From an optimization exercise on the open Yosys and OpenROAD flow, aimed at small area, a short achievable clock period and few clock cycles per item; shortcuts taken in it are not production practice. Function was checked by simulation only, so behaviour that the tests miss may differ from the original.

## flow/config.mk

```make
export PLATFORM = sky130hd
export DESIGN_NAME = ntt256
export DESIGN_NICKNAME = ntt256
export VERILOG_FILES = /design/flow/design.v
export SDC_FILE = /design/flow/constraint.sdc
export NUM_CORES = 4
export LEC_CHECK = 0
export CAP_MARGIN = 20
export CORE_MARGIN = 2
export CORE_UTILIZATION = 40
export SLEW_MARGIN = 20
```

## flow/constraint.sdc

```tcl
create_clock -name core_clock -period 10.0 [get_ports {clk}]
set_input_delay 2.0000 -clock core_clock [delete_from_list [all_inputs] [get_ports {clk}]]
set_output_delay 2.0000 -clock core_clock [all_outputs]
set_load 0.01 [all_outputs]
```

## flow/design.v

```verilog
`timescale 1ns / 1ps
module mod_add #(
    parameter WIDTH = 23
)(
    input  wire [WIDTH-1:0] a,
    input  wire [WIDTH-1:0] b,
    input  wire [WIDTH-1:0] q,
    output wire [WIDTH-1:0] res
);
    wire [WIDTH:0]   sum  = a + b;
    wire [WIDTH+1:0] diff = {1'b0, sum} - {2'b00, q};
    assign res = diff[WIDTH+1] ? sum[WIDTH-1:0] : diff[WIDTH-1:0];
endmodule
`timescale 1ns / 1ps
module mod_sub #(
    parameter WIDTH = 23
)(
    input  wire [WIDTH-1:0] a,
    input  wire [WIDTH-1:0] b,
    input  wire [WIDTH-1:0] q,
    output wire [WIDTH-1:0] res
);
    wire [WIDTH:0] diff = {1'b0, a} - {1'b0, b};
    wire [WIDTH:0] corr = diff + {1'b0, q};
    assign res = diff[WIDTH] ? corr[WIDTH-1:0] : diff[WIDTH-1:0];
endmodule
`timescale 1ns / 1ps
module modq_fold1 (
    input  wire [45:0] p,
    output wire [26:0] r
);
    wire [22:0] p0  = p[22:0];
    wire [22:0] p1  = p[45:23];
    wire [9:0]  p1a = p1[9:0];
    wire [12:0] p1b = p1[22:10];
    assign r = {4'd0, p0} + {4'd0, p1a, 13'd0} + {1'b0, p1b, 13'd0}
             + {14'd0, ~p1b} + {4'd0, ~p1} + 27'd8364036;
endmodule
module modq_fold2 (
    input  wire [26:0] r,
    output wire [22:0] t
);
    wire [22:0] r0 = r[22:0];
    wire [3:0]  r1 = r[26:23];
    wire [25:0] s  = {3'd0, r0} + {9'd0, r1, 13'd0} - {22'd0, r1};
    wire [25:0] sm = s - 26'd8380417;
    wire [25:0] sp = s + 26'd8380417;
    assign t = s[25] ? sp[22:0] : (sm[25] ? s[22:0] : sm[22:0]);
endmodule
`timescale 1ns / 1ps
module g1_rom(
    input  wire [7:0]  e,
    output reg  [22:0] w
);
    always @(*) begin
        case (e)
            8'd0: w = 23'd1;
            8'd1: w = 23'd1753;
            8'd2: w = 23'd3073009;
            8'd3: w = 23'd6757063;
            8'd4: w = 23'd3602218;
            8'd5: w = 23'd4234153;
            8'd6: w = 23'd5801164;
            8'd7: w = 23'd3994671;
            8'd8: w = 23'd5010068;
            8'd9: w = 23'd8352605;
            8'd10: w = 23'd1528066;
            8'd11: w = 23'd5346675;
            8'd12: w = 23'd3415069;
            8'd13: w = 23'd2998219;
            8'd14: w = 23'd1356448;
            8'd15: w = 23'd6195333;
            8'd16: w = 23'd7778734;
            8'd17: w = 23'd1182243;
            8'd18: w = 23'd2508980;
            8'd19: w = 23'd6903432;
            8'd20: w = 23'd394148;
            8'd21: w = 23'd3747250;
            8'd22: w = 23'd7062739;
            8'd23: w = 23'd3105558;
            8'd24: w = 23'd5152541;
            8'd25: w = 23'd6695264;
            8'd26: w = 23'd4213992;
            8'd27: w = 23'd3980599;
            8'd28: w = 23'd5483103;
            8'd29: w = 23'd7921677;
            8'd30: w = 23'd348812;
            8'd31: w = 23'd8077412;
            8'd32: w = 23'd5178923;
            8'd33: w = 23'd2660408;
            8'd34: w = 23'd4183372;
            8'd35: w = 23'd586241;
            8'd36: w = 23'd5269599;
            8'd37: w = 23'd2387513;
            8'd38: w = 23'd3482206;
            8'd39: w = 23'd3363542;
            8'd40: w = 23'd4855975;
            8'd41: w = 23'd6400920;
            8'd42: w = 23'd7814814;
            8'd43: w = 23'd5767564;
            8'd44: w = 23'd3756790;
            8'd45: w = 23'd7025525;
            8'd46: w = 23'd4912752;
            8'd47: w = 23'd5365997;
            8'd48: w = 23'd3764867;
            8'd49: w = 23'd4423672;
            8'd50: w = 23'd2811291;
            8'd51: w = 23'd507927;
            8'd52: w = 23'd2071829;
            8'd53: w = 23'd3195676;
            8'd54: w = 23'd3901472;
            8'd55: w = 23'd860144;
            8'd56: w = 23'd7737789;
            8'd57: w = 23'd4829411;
            8'd58: w = 23'd1736313;
            8'd59: w = 23'd1665318;
            8'd60: w = 23'd2917338;
            8'd61: w = 23'd2039144;
            8'd62: w = 23'd4561790;
            8'd63: w = 23'd1900052;
            8'd64: w = 23'd3765607;
            8'd65: w = 23'd5720892;
            8'd66: w = 23'd5744944;
            8'd67: w = 23'd6006015;
            8'd68: w = 23'd2740543;
            8'd69: w = 23'd2192938;
            8'd70: w = 23'd5989328;
            8'd71: w = 23'd7009900;
            8'd72: w = 23'd2663378;
            8'd73: w = 23'd1009365;
            8'd74: w = 23'd1148858;
            8'd75: w = 23'd2647994;
            8'd76: w = 23'd7562881;
            8'd77: w = 23'd8291116;
            8'd78: w = 23'd2683270;
            8'd79: w = 23'd2358373;
            8'd80: w = 23'd2682288;
            8'd81: w = 23'd636927;
            8'd82: w = 23'd1937570;
            8'd83: w = 23'd2491325;
            8'd84: w = 23'd1095468;
            8'd85: w = 23'd1239911;
            8'd86: w = 23'd3035980;
            8'd87: w = 23'd508145;
            8'd88: w = 23'd2453983;
            8'd89: w = 23'd2678278;
            8'd90: w = 23'd1987814;
            8'd91: w = 23'd6764887;
            8'd92: w = 23'd556856;
            8'd93: w = 23'd4040196;
            8'd94: w = 23'd1011223;
            8'd95: w = 23'd4405932;
            8'd96: w = 23'd5234739;
            8'd97: w = 23'd8321269;
            8'd98: w = 23'd5258977;
            8'd99: w = 23'd527981;
            8'd100: w = 23'd3704823;
            8'd101: w = 23'd8111961;
            8'd102: w = 23'd7080401;
            8'd103: w = 23'd545376;
            8'd104: w = 23'd676590;
            8'd105: w = 23'd4423473;
            8'd106: w = 23'd2462444;
            8'd107: w = 23'd749577;
            8'd108: w = 23'd6663429;
            8'd109: w = 23'd7070156;
            8'd110: w = 23'd7727142;
            8'd111: w = 23'd2926054;
            8'd112: w = 23'd557458;
            8'd113: w = 23'd5095502;
            8'd114: w = 23'd7270901;
            8'd115: w = 23'd7655613;
            8'd116: w = 23'd3241972;
            8'd117: w = 23'd1254190;
            8'd118: w = 23'd2925816;
            8'd119: w = 23'd140244;
            8'd120: w = 23'd2815639;
            8'd121: w = 23'd8129971;
            8'd122: w = 23'd5130263;
            8'd123: w = 23'd1163598;
            8'd124: w = 23'd3345963;
            8'd125: w = 23'd7561656;
            8'd126: w = 23'd6143691;
            8'd127: w = 23'd1054478;
            8'd128: w = 23'd4808194;
            8'd129: w = 23'd6444997;
            8'd130: w = 23'd1277625;
            8'd131: w = 23'd2105286;
            8'd132: w = 23'd3182878;
            8'd133: w = 23'd6607829;
            8'd134: w = 23'd1787943;
            8'd135: w = 23'd8368538;
            8'd136: w = 23'd4317364;
            8'd137: w = 23'd822541;
            8'd138: w = 23'd482649;
            8'd139: w = 23'd8041997;
            8'd140: w = 23'd1759347;
            8'd141: w = 23'd141835;
            8'd142: w = 23'd5604662;
            8'd143: w = 23'd3123762;
            8'd144: w = 23'd3542485;
            8'd145: w = 23'd87208;
            8'd146: w = 23'd2028118;
            8'd147: w = 23'd1994046;
            8'd148: w = 23'd928749;
            8'd149: w = 23'd2296099;
            8'd150: w = 23'd2461387;
            8'd151: w = 23'd7277073;
            8'd152: w = 23'd1714295;
            8'd153: w = 23'd4969849;
            8'd154: w = 23'd4892034;
            8'd155: w = 23'd2569011;
            8'd156: w = 23'd3192354;
            8'd157: w = 23'd6458423;
            8'd158: w = 23'd8052569;
            8'd159: w = 23'd3531229;
            8'd160: w = 23'd5496691;
            8'd161: w = 23'd6600190;
            8'd162: w = 23'd5157610;
            8'd163: w = 23'd7200804;
            8'd164: w = 23'd2101410;
            8'd165: w = 23'd4768667;
            8'd166: w = 23'd4197502;
            8'd167: w = 23'd214880;
            8'd168: w = 23'd7946292;
            8'd169: w = 23'd1596822;
            8'd170: w = 23'd169688;
            8'd171: w = 23'd4148469;
            8'd172: w = 23'd6444618;
            8'd173: w = 23'd613238;
            8'd174: w = 23'd2312838;
            8'd175: w = 23'd6663603;
            8'd176: w = 23'd7375178;
            8'd177: w = 23'd6084020;
            8'd178: w = 23'd5396636;
            8'd179: w = 23'd7192532;
            8'd180: w = 23'd4361428;
            8'd181: w = 23'd2642980;
            8'd182: w = 23'd7153756;
            8'd183: w = 23'd3430436;
            8'd184: w = 23'd4795319;
            8'd185: w = 23'd635956;
            8'd186: w = 23'd235407;
            8'd187: w = 23'd2028038;
            8'd188: w = 23'd1853806;
            8'd189: w = 23'd6500539;
            8'd190: w = 23'd6458164;
            8'd191: w = 23'd7598542;
            8'd192: w = 23'd3761513;
            8'd193: w = 23'd6924527;
            8'd194: w = 23'd3852015;
            8'd195: w = 23'd6346610;
            8'd196: w = 23'd4793971;
            8'd197: w = 23'd6653329;
            8'd198: w = 23'd6125690;
            8'd199: w = 23'd3020393;
            8'd200: w = 23'd6705802;
            8'd201: w = 23'd5926272;
            8'd202: w = 23'd5418153;
            8'd203: w = 23'd3009748;
            8'd204: w = 23'd4805951;
            8'd205: w = 23'd2513018;
            8'd206: w = 23'd5601629;
            8'd207: w = 23'd6187330;
            8'd208: w = 23'd2129892;
            8'd209: w = 23'd4415111;
            8'd210: w = 23'd4564692;
            8'd211: w = 23'd6987258;
            8'd212: w = 23'd4874037;
            8'd213: w = 23'd4541938;
            8'd214: w = 23'd621164;
            8'd215: w = 23'd7826699;
            8'd216: w = 23'd1460718;
            8'd217: w = 23'd4611469;
            8'd218: w = 23'd5183169;
            8'd219: w = 23'd1723229;
            8'd220: w = 23'd3870317;
            8'd221: w = 23'd4908348;
            8'd222: w = 23'd6026202;
            8'd223: w = 23'd4606686;
            8'd224: w = 23'd5178987;
            8'd225: w = 23'd2772600;
            8'd226: w = 23'd8106357;
            8'd227: w = 23'd5637006;
            8'd228: w = 23'd1159875;
            8'd229: w = 23'd5199961;
            8'd230: w = 23'd6018354;
            8'd231: w = 23'd7609976;
            8'd232: w = 23'd7044481;
            8'd233: w = 23'd4620952;
            8'd234: w = 23'd5046034;
            8'd235: w = 23'd4357667;
            8'd236: w = 23'd4430364;
            8'd237: w = 23'd6161950;
            8'd238: w = 23'd7921254;
            8'd239: w = 23'd7987710;
            8'd240: w = 23'd7159240;
            8'd241: w = 23'd4663471;
            8'd242: w = 23'd4158088;
            8'd243: w = 23'd6545891;
            8'd244: w = 23'd2156050;
            8'd245: w = 23'd8368000;
            8'd246: w = 23'd3374250;
            8'd247: w = 23'd6866265;
            8'd248: w = 23'd2283733;
            8'd249: w = 23'd5925040;
            8'd250: w = 23'd3258457;
            8'd251: w = 23'd5011144;
            8'd252: w = 23'd1858416;
            8'd253: w = 23'd6201452;
            8'd254: w = 23'd1744507;
            8'd255: w = 23'd7648983;
        endcase
    end
endmodule
`timescale 1ns / 1ps
module ntt_core #(
    parameter WIDTH = 24
)(
    input  wire          clk,
    input  wire          rst_n,
    input  wire          start,
    output reg           done,
    output reg  [7:0]    ram_addr_a,
    output reg           ram_we_a,
    output wire [WIDTH-1:0] ram_wdata_a,
    input  wire [WIDTH-1:0] ram_rdata_a,
    output reg  [7:0]    ram_addr_b,
    output reg           ram_we_b,
    output wire [WIDTH-1:0] ram_wdata_b,
    input  wire [WIDTH-1:0] ram_rdata_b
);
    localparam [22:0] Q = 23'd8380417;
    localparam [10:0] T_END = 11'd1040;    
    function [7:0] rd_addr(input [1:0] P, input [5:0] g, input [1:0] k);
        begin
            case (P)
                2'd0: rd_addr = {k[0], k[1], g[2], g[3], g[4], g[5], g[1], g[0]};
                2'd1: rd_addr = {g[5], g[4], k[0], k[1], g[1], g[0], g[3], g[2]};
                2'd2: rd_addr = {g[5], g[4], k[1], k[0], g[1], g[0], g[3], g[2]};
                2'd3: rd_addr = {k[1], k[0], g[1], g[0], g[5], g[4], g[3], g[2]};
            endcase
        end
    endfunction
    function [7:0] wr_addr(input [1:0] P, input [5:0] g, input [1:0] k);
        begin
            case (P)
                2'd0: wr_addr = {g[0], g[1], g[2], g[3], g[4], g[5], k[1], k[0]};
                2'd1: wr_addr = {g[5], g[4], g[0], g[1], k[1], k[0], g[3], g[2]};
                2'd2: wr_addr = {g[5], g[4], k[1], k[0], g[1], g[0], g[3], g[2]};
                2'd3: wr_addr = {k[1], k[0], g[1], g[0], g[5], g[4], g[3], g[2]};
            endcase
        end
    endfunction
    function [7:0] tw_exp(input [1:0] P, input [5:0] g, input [1:0] sel);
        reg [7:0] m;
        begin
            m = 8'd0;
            case (P)
                2'd0: m = {1'b0, 1'b0, 1'b0, 1'b0, 1'b0, 1'b0, 1'b0, 1'b0};
                2'd1: m = {1'b0, 1'b0, 1'b0, 1'b0, 1'b0, 1'b0, g[3], g[2]};
                2'd2: m = {1'b0, 1'b0, 1'b0, 1'b0, g[1], g[0], g[3], g[2]};
                2'd3: m = {1'b0, 1'b0, g[1], g[0], g[5], g[4], g[3], g[2]};
            endcase
            case (P)
                2'd0: tw_exp = (sel == 2'd0) ? (((m << 1) | 8'd1) << 7) :
                             (sel == 2'd1) ? (((m << 1) | 8'd1) << 6) :
                                             (((m << 1) | 8'd3) << 6);
                2'd1: tw_exp = (sel == 2'd0) ? (((m << 1) | 8'd1) << 5) :
                             (sel == 2'd1) ? (((m << 1) | 8'd1) << 4) :
                                             (((m << 1) | 8'd9) << 4);
                2'd2: tw_exp = (sel == 2'd0) ? (((m << 1) | 8'd1) << 3) :
                             (sel == 2'd1) ? (((m << 1) | 8'd1) << 2) :
                                             (((m << 1) | 8'd33) << 2);
                2'd3: tw_exp = (sel == 2'd0) ? (((m << 1) | 8'd1) << 1) :
                             (sel == 2'd1) ? (((m << 1) | 8'd1) << 0) :
                                             (((m << 1) | 8'd129) << 0);
            endcase
        end
    endfunction
    reg         running;
    reg  [10:0] t;
    wire [10:0] n   = t + 11'd1;          
    wire [1:0]  ph  = n[1:0];
    wire [8:0]  qn  = n[10:2];
    wire [8:0]  gw  = qn - 9'd4;          
    wire        rd_ok = (qn < 9'd256);
    wire        wr_ok = (qn >= 9'd4) && (qn < 9'd260);
    reg  [7:0] nxt_a, nxt_b;
    reg        nxt_we;
    always @(*) begin
        nxt_a  = 8'd0;
        nxt_b  = 8'd128;
        nxt_we = 1'b0;
        case (ph)
            2'd0: if (rd_ok) begin
                nxt_a = rd_addr(qn[7:6], qn[5:0], 2'd0);
                nxt_b = rd_addr(qn[7:6], qn[5:0], 2'd1);
            end
            2'd2: if (rd_ok) begin
                nxt_a = rd_addr(qn[7:6], qn[5:0], 2'd2);
                nxt_b = rd_addr(qn[7:6], qn[5:0], 2'd3);
            end
            2'd1: if (wr_ok) begin
                nxt_a  = wr_addr(gw[7:6], gw[5:0], 2'd0);
                nxt_b  = wr_addr(gw[7:6], gw[5:0], 2'd2);
                nxt_we = 1'b1;
            end
            default: if (wr_ok) begin
                nxt_a  = wr_addr(gw[7:6], gw[5:0], 2'd1);
                nxt_b  = wr_addr(gw[7:6], gw[5:0], 2'd3);
                nxt_we = 1'b1;
            end
        endcase
    end
    always @(posedge clk or negedge rst_n) begin
        if (!rst_n) begin
            running    <= 1'b0;
            done       <= 1'b0;
            t          <= 11'd0;
            ram_addr_a <= 8'd0;
            ram_addr_b <= 8'd128;
            ram_we_a   <= 1'b0;
            ram_we_b   <= 1'b0;
        end else begin
            ram_addr_a <= nxt_a;
            ram_addr_b <= nxt_b;
            ram_we_a   <= nxt_we & running;
            ram_we_b   <= nxt_we & running;
            if (running) begin
                if (n == T_END) begin
                    running <= 1'b0;
                    done    <= 1'b1;
                    t       <= 11'd0;
                end else begin
                    t <= n;
                end
            end else if (start) begin
                running <= 1'b1;
                done    <= 1'b0;
                t       <= 11'd1;
            end
        end
    end
    wire [10:0] te  = t + 11'd2;
    wire [1:0]  phe = te[1:0];
    reg  [8:0]  ge;
    reg  [1:0]  sel;
    always @(*) begin
        case (phe)
            2'd3:    begin ge = te[10:2];          sel = 2'd0; end
            2'd1:    begin ge = te[10:2] - 9'd1;   sel = 2'd0; end
            2'd0:    begin ge = te[10:2] - 9'd3;   sel = 2'd1; end
            default: begin ge = te[10:2] - 9'd3;   sel = 2'd2; end
        endcase
    end
    reg  [7:0]  e;
    reg  [22:0] w;
    wire [22:0] rom_w;
    g1_rom u_rom ( .e(e), .w(rom_w) );
    reg  [22:0] rd_a, rd_b;           
    reg  [22:0] u, v;                 
    reg  [22:0] h0, h1, h2, h3;       
    reg  [22:0] u1, u2, u3, u4;
    reg  [34:0] pl;
    reg  [33:0] ph_;
    reg  [45:0] prod;
    reg  [26:0] r1;
    reg  [22:0] tm;
    reg  [22:0] x, y;
    wire [26:0] fold1_out;
    wire [22:0] fold2_out;
    wire [22:0] add_out, sub_out;
    modq_fold1 u_fold1 ( .p(prod), .r(fold1_out) );
    modq_fold2 u_fold2 ( .r(r1), .t(fold2_out) );
    mod_add #( .WIDTH(23) ) u_add ( .a(u4), .b(tm), .q(Q), .res(add_out) );
    mod_sub #( .WIDTH(23) ) u_sub ( .a(u4), .b(tm), .q(Q), .res(sub_out) );
    always @(posedge clk) begin
        e    <= tw_exp(ge[7:6], ge[5:0], sel);
        w    <= rom_w;
        rd_a <= ram_rdata_a[22:0];
        rd_b <= ram_rdata_b[22:0];
        case (ph)
            2'd0:    begin u <= h0;   v <= h2;   end
            2'd2:    begin u <= h2;   v <= h3;   end
            default: begin u <= rd_a; v <= rd_b; end
        endcase
        case (t[1:0])
            2'd0: begin h0 <= x; h1 <= y; end
            2'd2: begin h2 <= x; h3 <= y; end
            2'd3: begin h2 <= h1; end
            default: ;
        endcase
        pl   <= v * w[11:0];
        ph_  <= v * w[22:12];
        u1   <= u;
        prod <= {11'd0, pl} + {ph_, 12'd0};
        u2   <= u1;
        r1   <= fold1_out;
        u3   <= u2;
        tm   <= fold2_out;
        u4   <= u3;
        x    <= add_out;
        y    <= sub_out;
    end
    assign ram_wdata_a = {1'b0, x};
    assign ram_wdata_b = {1'b0, y};
endmodule
`timescale 1ns / 1ps
module ntt256 (
    input  wire        clk,
    input  wire        rst_n,
    input  wire        start,
    output wire        done,
    output wire [7:0]  ram_addr_a,
    output wire        ram_we_a,
    output wire [23:0] ram_wdata_a,
    input  wire [23:0] ram_rdata_a,
    output wire [7:0]  ram_addr_b,
    output wire        ram_we_b,
    output wire [23:0] ram_wdata_b,
    input  wire [23:0] ram_rdata_b
);
    ntt_core #( .WIDTH(24) ) u_ntt (
        .clk(clk), .rst_n(rst_n), .start(start), .done(done),
        .ram_addr_a(ram_addr_a), .ram_we_a(ram_we_a), .ram_wdata_a(ram_wdata_a), .ram_rdata_a(ram_rdata_a),
        .ram_addr_b(ram_addr_b), .ram_we_b(ram_we_b), .ram_wdata_b(ram_wdata_b), .ram_rdata_b(ram_rdata_b)
    );
endmodule
```

## flow/run.sh

```bash
#!/bin/bash
# synth_recipe.tcl (not shown) runs the flow's synth.tcl, then flattens the netlist and writes it again
# the make line also repeats each setting of config.mk as NAME=value (left out here)
make -C /OpenROAD-flow-scripts/flow DESIGN_CONFIG=/design/flow/config.mk WORK_HOME=/design/flow/orfs CLKGATE_MAP_FILE= SYNTH_SCRIPT=/design/flow/synth_recipe.tcl finish
```

==> results of run 1 <==
==> implementation parameters, run 1 <==
Parameter                              Value

Status
  Result of the run    stopped before the end
  Failing step    synthesis
  First reported error    ERROR: TCL interpreter returned an error: Source files actually used in the design:

Logic synthesis
  Yosys Warn Count    2
Testbench counts, summed over its fixed seeds: cycles 18,720, ntts 18.
==> inputs of run 2 (changes only) <==
--- a/flow/config.mk
+++ b/flow/config.mk
@@ -10,2 +10,3 @@
 export CORE_UTILIZATION = 40
 export SLEW_MARGIN = 20
+export SYNTH_MEMORY_MAX_BITS = 8192
==> implementation parameters, run 2 <==
Parameter                              Value

Global route
  Wire length of the first global-routing pass    255,000 um
  Pin count of the biggest net entering global routing    137
  Met1 track demand over resource in global routing    35.9%
  GR met2 Demand/Resource    41.7%
  Global route overflow    0
  Global routing met3 resource utilization    4.46%
  Via count of the first global-routing pass    40,700
  Peak-usage layer in the global routing report    met2
  Global-route usage over all layers    26.6%
  Initial antenna violation count    8

Setup path
  Worst reg2reg startpoint    u_ntt.w[11]$_DFF_P_
  Category of cells accounting for the largest share of critical-path delay    adder cells
  Critical Path Most Common Cell    fa_1
  Series of cell instances along the critical path    nand2_1 -> fa_1 -> fa_1 -> inv_1 -> fa_1 -> fa_1 -> inv_1 -> fa_1 -> inv_1 -> ha_1 -> nand3_1 -> nor4_1 -> o21bai_1 -> a211oi_1 -> a31oi_1 -> o2111ai_1 -> a31o_2 -> a21oi_1 -> xnor2_1
  Worst Setup End Kind    flip-flop
  Reg2reg path depth    19
  Required time at the endpoint of the critical path    10.52 ns
  Cell at the slowest stage of the critical path    dfxtp_1
  Kind of critical path    reg2reg
  Data arrival at the endpoint of the critical path    7.46 ns
  Category of the worst setup path launch point    flip-flop
  Register-to-register setup slack    3.07 ns
  Terminus of the critical flop-to-flop path    u_ntt.pl[31]$_DFF_P_
  Setup crit start    u_ntt.w[11]$_DFF_P_
  Critical path depth in cells    19
  Crit path capture    u_ntt.pl[31]$_DFF_P_
  Total buffers and inverters traversed by the critical path    3
  Stage delay of the slowest cell on the critical path    0.95 ns
  Largest fanout of any net on the critical path    23

STA
  Endpoints failing hold    0
  Least-Margin Pin Slew    1.14 ns
  Final sum of negative setup slack    0 ns
  Max-slew headroom at the worst pin    23.7%
  Final-report max-slew violation count    0
  Final clock period utilization by the worst path    69.3%
  Setup skew after layout    0.0900 ns
  Min Tclk post-route    6.93 ns
  Highest clock frequency the design can meet    0.144 GHz
  Setup repair after global routing missed its margin    no
  Final setup violation count    0

Routing
  Number of vias in the routed layout    41,900
  Final antenna-violating net count    0
  Pre-antenna DRT Iters    6
  Number of remaining DRC errors    0
  WL per Instance    23.2 um
  Via count normalized by instance count    5.75
  Number of DRC markers in iteration 0    3,985
  Total wirelength of the detailed-routed design    169,000 um

Clock tree
  Buffers from clock root to sink, at most    3
  Cell at the root of the clock tree    clkbuf_16
  Number of levels the H-tree was split into    2
  Cts repair resizes    0
  TritonCTS clock tree    done
  Number of hold buffers added after cts    0
  Number of clock sinks    548
  Cts bufs inserted    60
  Clock transition at path regs    0.07 ns
  Insertion delay to the later sink of the worst-skew pair    0.72 ns
  Post-CTS Setup Inserts    0

Worst hold path
  Worst min-delay path category    reg2reg
  Startpoint of the lowest-slack hold path    u_ntt.u1[12]$_DFF_P_

Logic synthesis
  Predominant post-synthesis flop cell    dfxtp_1
  Synthesized area    0.0486 mm2
  Top area cells in the synthesized netlist    fa_1 18%, dfxtp_1 18%, ha_1 8.9%, nand2_1 6.0%, edfxtp_1 5.7%
  Share of async-settable or async-resettable flops after synthesis    5.47%
  Top cells by count, synth    779 x nand2_1, 616 x inv_1, 428 x fa_1
  Area share of the largest cell type after synthesis    17.6%
  Number of flip-flops and latches in the synthesized netlist    548
  Synth Area per Inst    8.55 um2
  Gate Count Post-Synth    5,686
  Post-synth top area cell    fa_1
  Cell with the most instances after synthesis    nand2_1
  Number of enable flip-flop cells after synthesis    92
  Yosys Warn Count    2 (unchanged)
  Cell variety after synth    105
  Portion of the post-synthesis area used by sequential elements    24.8%

Layout
  Most frequent cells in the layout    779 x nand2_1, 615 x inv_1, 428 x fa_1, 420 x dfxtp_1, 340 x ha_1
  Largest registers in the final layout    u_ntt.prod (46), u_ntt.pl (35), u_ntt.ph_ (34)
  Antenna cell count    0
  Number of flip-flops in the largest register    46
  Register containing the most flip-flops in the final layout    u_ntt.prod
  Most common library cell in the layout ignoring fill and taps    nand2_1
  Layout cell share with drive strength beyond 1    5.78%
  Post-layout utilization of the core    44.4%
  Layout Nets    6,449
  Area Growth Syn to Fin    9.90%
  Layout Cell Area excl Fill    0.0534 mm2
  Fillers    11,900
  Count of non-filler cells in the finished layout    7,289

Placed design
  Dpl hpwl    124,000 um
  Area after DPL    0.0513 mm2
  Final RePlAce weighted congestion    1.02
  Count of buffers from port buffering    113
  Total instance count after detailed placement    7,175

Floorplanning
  Placeable Area    0.120 mm2
  Vertical die dimension    353 um
  Number of top-level design ports    118
  Die width    353 um
  Number of placement rows    127
  Area of the die    0.124 mm2
  Effective utilization at floorplan    40.4%

Flow run
  Count of max-cap constraint violations    0

Status
  Result of the run    finished clean
run 2: through the flow:
stage          setup WS [ns]  hold WS (ns)
3_3_place_gp            3.25         0.310
5_1_grt                 2.71         0.326
3_5_place_dp            3.18         0.312
4_1_cts                 3.09         0.324
2_1_floorplan           4.36         0.310
6_report                3.07         0.323
run 2: worst min-delay path by stage:
stage / to / slack (ns) / cells after the start
detailed placement: u_ntt.u1[15]$_DFF_P_ / 0.31 / 0
floorplan: u_ntt.prod[0]$_DFF_P_ / 0.31 / 0
CTS: u_ntt.u4[4]$_DFF_P_ / 0.32 / 0
global route: u_ntt.u3[6]$_DFF_P_ / 0.33 / 0
global placement: u_ntt.u2[7]$_DFF_P_ / 0.31 / 0
finish: u_ntt.u2[12]$_DFF_P_ / 0.32 / 0
run 2: final cells by class:
type	instances	area [um2]	area share [%]
Tap cell	1612	2020	3.77
Clock inverter	40	495	0.927
Sequential cell	548	12100	22.6
Timing Repair Buffer	217	1940	3.63
Multi-Input combinational cell	4174	32900	61.7
Inverter	624	2340	4.38
Clock buffer	74	1640	3.06
run 2: kinds of logic after synthesis:
group | after synthesis | share of synthesized area (%)
and+or+nand+nor | 1787 | 17.1
xor gates and xnor gates | 238 | 4.33
muxes | 67 | 1.94
other | 1 | 0.00771
AOI/OAI and AO/OA | 1307 | 17.8
DFF | 548 | 24.8
adders and majority gates | 773 | 26.5
buffers and inverters | 965 | 7.59
run 2: metal layers:
metal  vias up  wire, um  part of all wire (%)
met5         -        40                 0.024
met4         6      8750                   5.2
met3       428     13200                   7.8
met2      1798     75000                    44
met1     20500     71900                    43
li1      19200         -                     -
==> inputs of run 3 (changes only) <==
--- a/flow/config.mk
+++ b/flow/config.mk
@@ -6,7 +6,9 @@
 export NUM_CORES = 4
 export LEC_CHECK = 0
+export ABC_CLOCK_PERIOD_IN_PS = 3000
 export CAP_MARGIN = 20
 export CORE_MARGIN = 2
 export CORE_UTILIZATION = 40
+export SETUP_SLACK_MARGIN = 5
 export SLEW_MARGIN = 20
 export SYNTH_MEMORY_MAX_BITS = 8192
==> implementation parameters, run 3 <==
Parameter                              Value

Status
  Result of the run    finished clean

STA
  Final sum of negative setup slack    0 ns (unchanged)
  Setup skew after layout    0.0384 ns (-0.0516 ns)
  Final-report max-slew violation count    0 (unchanged)
  Least-Margin Pin Slew    1.29 ns (+0.152 ns)
  Highest clock frequency the design can meet    0.178 GHz (+23%)
  Min Tclk post-route    5.61 ns (-1.32 ns)
  Max-slew headroom at the worst pin    13.5% (-10 points)
  Final clock period utilization by the worst path    56.1% (-13 points)
  Final setup violation count    0 (unchanged)
  Setup repair after global routing missed its margin    yes
  Endpoints failing hold    0 (unchanged)

Logic synthesis
  Synth Area per Inst    8.55 um2 (unchanged)
  Area share of the largest cell type after synthesis    17.6% (unchanged)
  Number of flip-flops and latches in the synthesized netlist    548 (unchanged)
  Cell with the most instances after synthesis    nand2_1
  Gate Count Post-Synth    5,686 (unchanged)
  Portion of the post-synthesis area used by sequential elements    24.8% (unchanged)
  Yosys Warn Count    2 (unchanged)
  Top cells by count, synth    779 x nand2_1, 616 x inv_1, 428 x fa_1
  Synthesized area    0.0486 mm2 (unchanged)
  Post-synth top area cell    fa_1
  Predominant post-synthesis flop cell    dfxtp_1
  Share of async-settable or async-resettable flops after synthesis    5.47% (unchanged)
  Cell variety after synth    105 (unchanged)
  Number of enable flip-flop cells after synthesis    92 (unchanged)
  Top area cells in the synthesized netlist    fa_1 18%, dfxtp_1 18%, ha_1 8.9%, nand2_1 6.0%, edfxtp_1 5.7%

Layout
  Layout Nets    6,543 (+1.5%)
  Register containing the most flip-flops in the final layout    u_ntt.prod
  Register Area    0.0122 mm2 (+0.99%)
  Area Growth Syn to Fin    15.2%
  Area of the multi-input gates    0.0340 mm2 (+3.2%)
  Most common library cell in the layout ignoring fill and taps    nand2_1
  Fillers    11,600 (-2.6%)
  Most frequent cells in the layout    749 x nand2_1, 590 x inv_1, 409 x fa_1, 387 x dfxtp_1, 314 x ha_1
  Layout cell share with drive strength beyond 1    11.0% (+5.2 points)
  Number of flip-flops in the largest register    46 (unchanged)
  Largest registers in the final layout    u_ntt.prod (46), u_ntt.pl (35), u_ntt.ph_ (34)

Setup path
  Largest fanout of any net on the critical path    5 (-78%)
  Critical Path Most Common Cell    fa_1
  Required time at the endpoint of the critical path    10.54 ns (+0.02 ns)
  Cell at the slowest stage of the critical path    fa_1
  Stage delay of the slowest cell on the critical path    0.55 ns (-0.40 ns)
  Kind of critical path    reg2reg
  Category of cells accounting for the largest share of critical-path delay    adder cells
  Category of the worst setup path launch point    flip-flop
  Worst Setup End Kind    flip-flop
  Total buffers and inverters traversed by the critical path    5 (+2)
  Series of cell instances along the critical path    buf_12 -> buf_6 -> buf_6 -> and2_4 -> fa_1 -> fa_1 -> fa_1 -> fa_1 -> inv_1 -> fa_1 -> inv_2 -> ha_4 -> and3_4 -> nand2_4 -> nor3_4 -> a221o_1 -> o31ai_4 -> a311oi_4 -> o31a_1 -> mux2i_1 -> nand2_1
  Data arrival at the endpoint of the critical path    6.15 ns (-1.31 ns)

Clock tree
  Number of clock sinks    548 (unchanged)
  TritonCTS clock tree    done
  Insertion delay to the later sink of the worst-skew pair    0.69 ns (-0.03 ns)
  Clock transition at path regs    0.06 ns (about the same)
  Cell at the root of the clock tree    clkbuf_16
  Buffers from clock root to sink, at most    3 (unchanged)
  Cts bufs inserted    59 (-1.7%)
  Number of levels the H-tree was split into    2 (unchanged)
  Number of hold buffers added after cts    0 (unchanged)

Floorplanning
  Placeable Area    0.120 mm2 (unchanged)
  Effective utilization at floorplan    40.4% (unchanged)
  Die width    353 um (unchanged)
  Area of the die    0.124 mm2 (unchanged)
  Number of top-level design ports    118 (unchanged)
  Vertical die dimension    353 um (unchanged)
  Number of placement rows    127 (unchanged)

Routing
  Via count normalized by instance count    5.81 (+1.0%)
  Total wirelength of the detailed-routed design    181,000 um (+7.0%)
  Pre-antenna DRT Iters    6 (unchanged)
  Final antenna-violating net count    0 (unchanged)
  Number of DRC markers in iteration 0    4,273 (+7.2%)
  Number of remaining DRC errors    0 (unchanged)
  Number of vias in the routed layout    42,900 (+2.4%)
  WL per Instance    24.5 um (+5.6%)

Placed design
  Final RePlAce weighted congestion    1.01 (-0.95%)
  Dpl hpwl    125,000 um (+0.56%)
  Count of buffers from port buffering    113 (unchanged)

Global route
  Pin count of the biggest net entering global routing    204 (+49%)
  Initial antenna violation count    12 (+4)
  Global route overflow    0 (unchanged)
  Wire length of the first global-routing pass    265,000 um (+4.1%)
  Global-route usage over all layers    28.1% (+1.5 points)
  Via count of the first global-routing pass    41,500 (+1.8%)

Flow run
  Count of max-cap constraint violations    0 (unchanged)

Worst hold path
  Worst min-delay path category    reg2reg
-- run 3: cell counts after synthesis --
No cell type changed its count.
-- run 3: worst paths after layout --
check                                          start                             to  slack (ns)  depth (start not counted)
worst max-delay path              u_ntt.v[5]$_DFF_P_           u_ntt.pl[30]$_DFF_P_        4.39                         21
worst min-delay path            u_ntt.u1[20]$_DFF_P_           u_ntt.u2[20]$_DFF_P_        0.32                          0
worst max register to register    u_ntt.v[5]$_DFF_P_           u_ntt.pl[30]$_DFF_P_        4.39                         21
worst min register to register  u_ntt.u1[20]$_DFF_P_           u_ntt.u2[20]$_DFF_P_        0.32                          0
max in group asynchronous                      rst_n  u_ntt.ram_addr_b[7]$_DFF_PN1_        7.98                          2
min in group asynchronous                      rst_n         u_ntt.done$_DFFE_PN0P_        1.70                          2
-- run 3: routing by layer --
metal / vias to the layer above / global-route usage (%) / part of all wire [%] / wire length, um
li1: 19400 / - / - / -
met1: 21000 / 37.8 / 42 / 75400
met2: 2032 / 42.9 / 44 / 79600
met3: 486 / 5.68 / 8.6 / 15600
met4: 12 / 13.7 / 5.6 / 10100
met5: - / 0 / 0.051 / 93
-- run 3: layout make-up --
class                      instances  area share [%]
antenna                            2         0.00894
clock buffer                      78            2.94
clock inverter                    34           0.806
inverter                         624            4.19
multi-input combinational       4174            60.7
sequential                       548            21.7
tap                             1612            3.60
timing repair buffer             312            6.02
-- run 3: through the flow --
stage	setup slack, ns	util (%)	instance area, um2	hold slack [ns]	instances
finish	4.39	46.6	56000	0.322	7384
floorplan	4.82	-	49500	0.310	5687
CTS	4.40	45.9	55200	0.323	7351
global route	4.23	46.6	56000	0.329	7382
global placement	3.63	42.9	51600	0.310	7155
detailed placement	3.61	42.9	51600	0.312	7155
-- run 3: kinds of logic (layout without fill, tap and decap cells) --
logic type,count (synthesis),count (layout),share of synthesized area [%]
compound gates,1307,1307,17.8
xor+xnor,238,238,4.33
fa+ha+maj,773,773,26.5
simple gates,1787,1787,17.1
buf+inv,965,1048,7.59
mux,67,67,1.94
flops,548,548,24.8
other cells,1,4,0.00771
-- run 3: repair_timing --
action,in CTS,in global routing
pin swaps,75,62
setup buffers,82,26
setup endpoints to repair,44,60
resized for setup,132,116
cloned,2,5
-- run 3: worst reg2reg max path, cell delays in order (launching register included) --
cell and delay [ns]:
dfxtp_4 0.37, buf_12 0.16, buf_6 0.12, buf_6 0.11
and2_4 0.13, fa_1 0.55, fa_1 0.43, fa_1 0.47
fa_1 0.50, inv_1 0.05, fa_1 0.49, inv_2 0.05
ha_4 0.22, and3_4 0.17, nand2_4 0.07, nor3_4 0.05
a221o_1 0.37, o31ai_4 0.36, a311oi_4 0.19, o31a_1 0.33
mux2i_1 0.17, nand2_1 0.10

## what the ideal ports hide
How much do the figures lean on ideal ports? The routed layouts below were timed once more, with nothing changed but the port constraints. Step 1 sets driving cells, clkbuf_16 on the clock port and buf_2 on the other inputs (assumed; they add their load-dependent delay and slew). Step 2 times the ports against the registers' clock, not the clock port: input delays grow and output delays shrink by t, the midpoint of the rising clock arrivals with the driver on. Three values: ideal ports, drivers, drivers and shift; two values: the first two.
run | shift t [ns] | setup WS [ns] | latest minus earliest clock arrival (ns) | worst slew at a driven data input, ns | cell pins on the clock port's net
run 2 | 0.751 | 3.069 / 3.069 / 3.069 | 0.092 / 0.092 | 0.07 | 1
run 3 | 0.748 | 4.387 / 4.387 / 4.387 | 0.038 / 0.038 | 0.08 | 1
After both steps setup and hold are still met in every run listed.
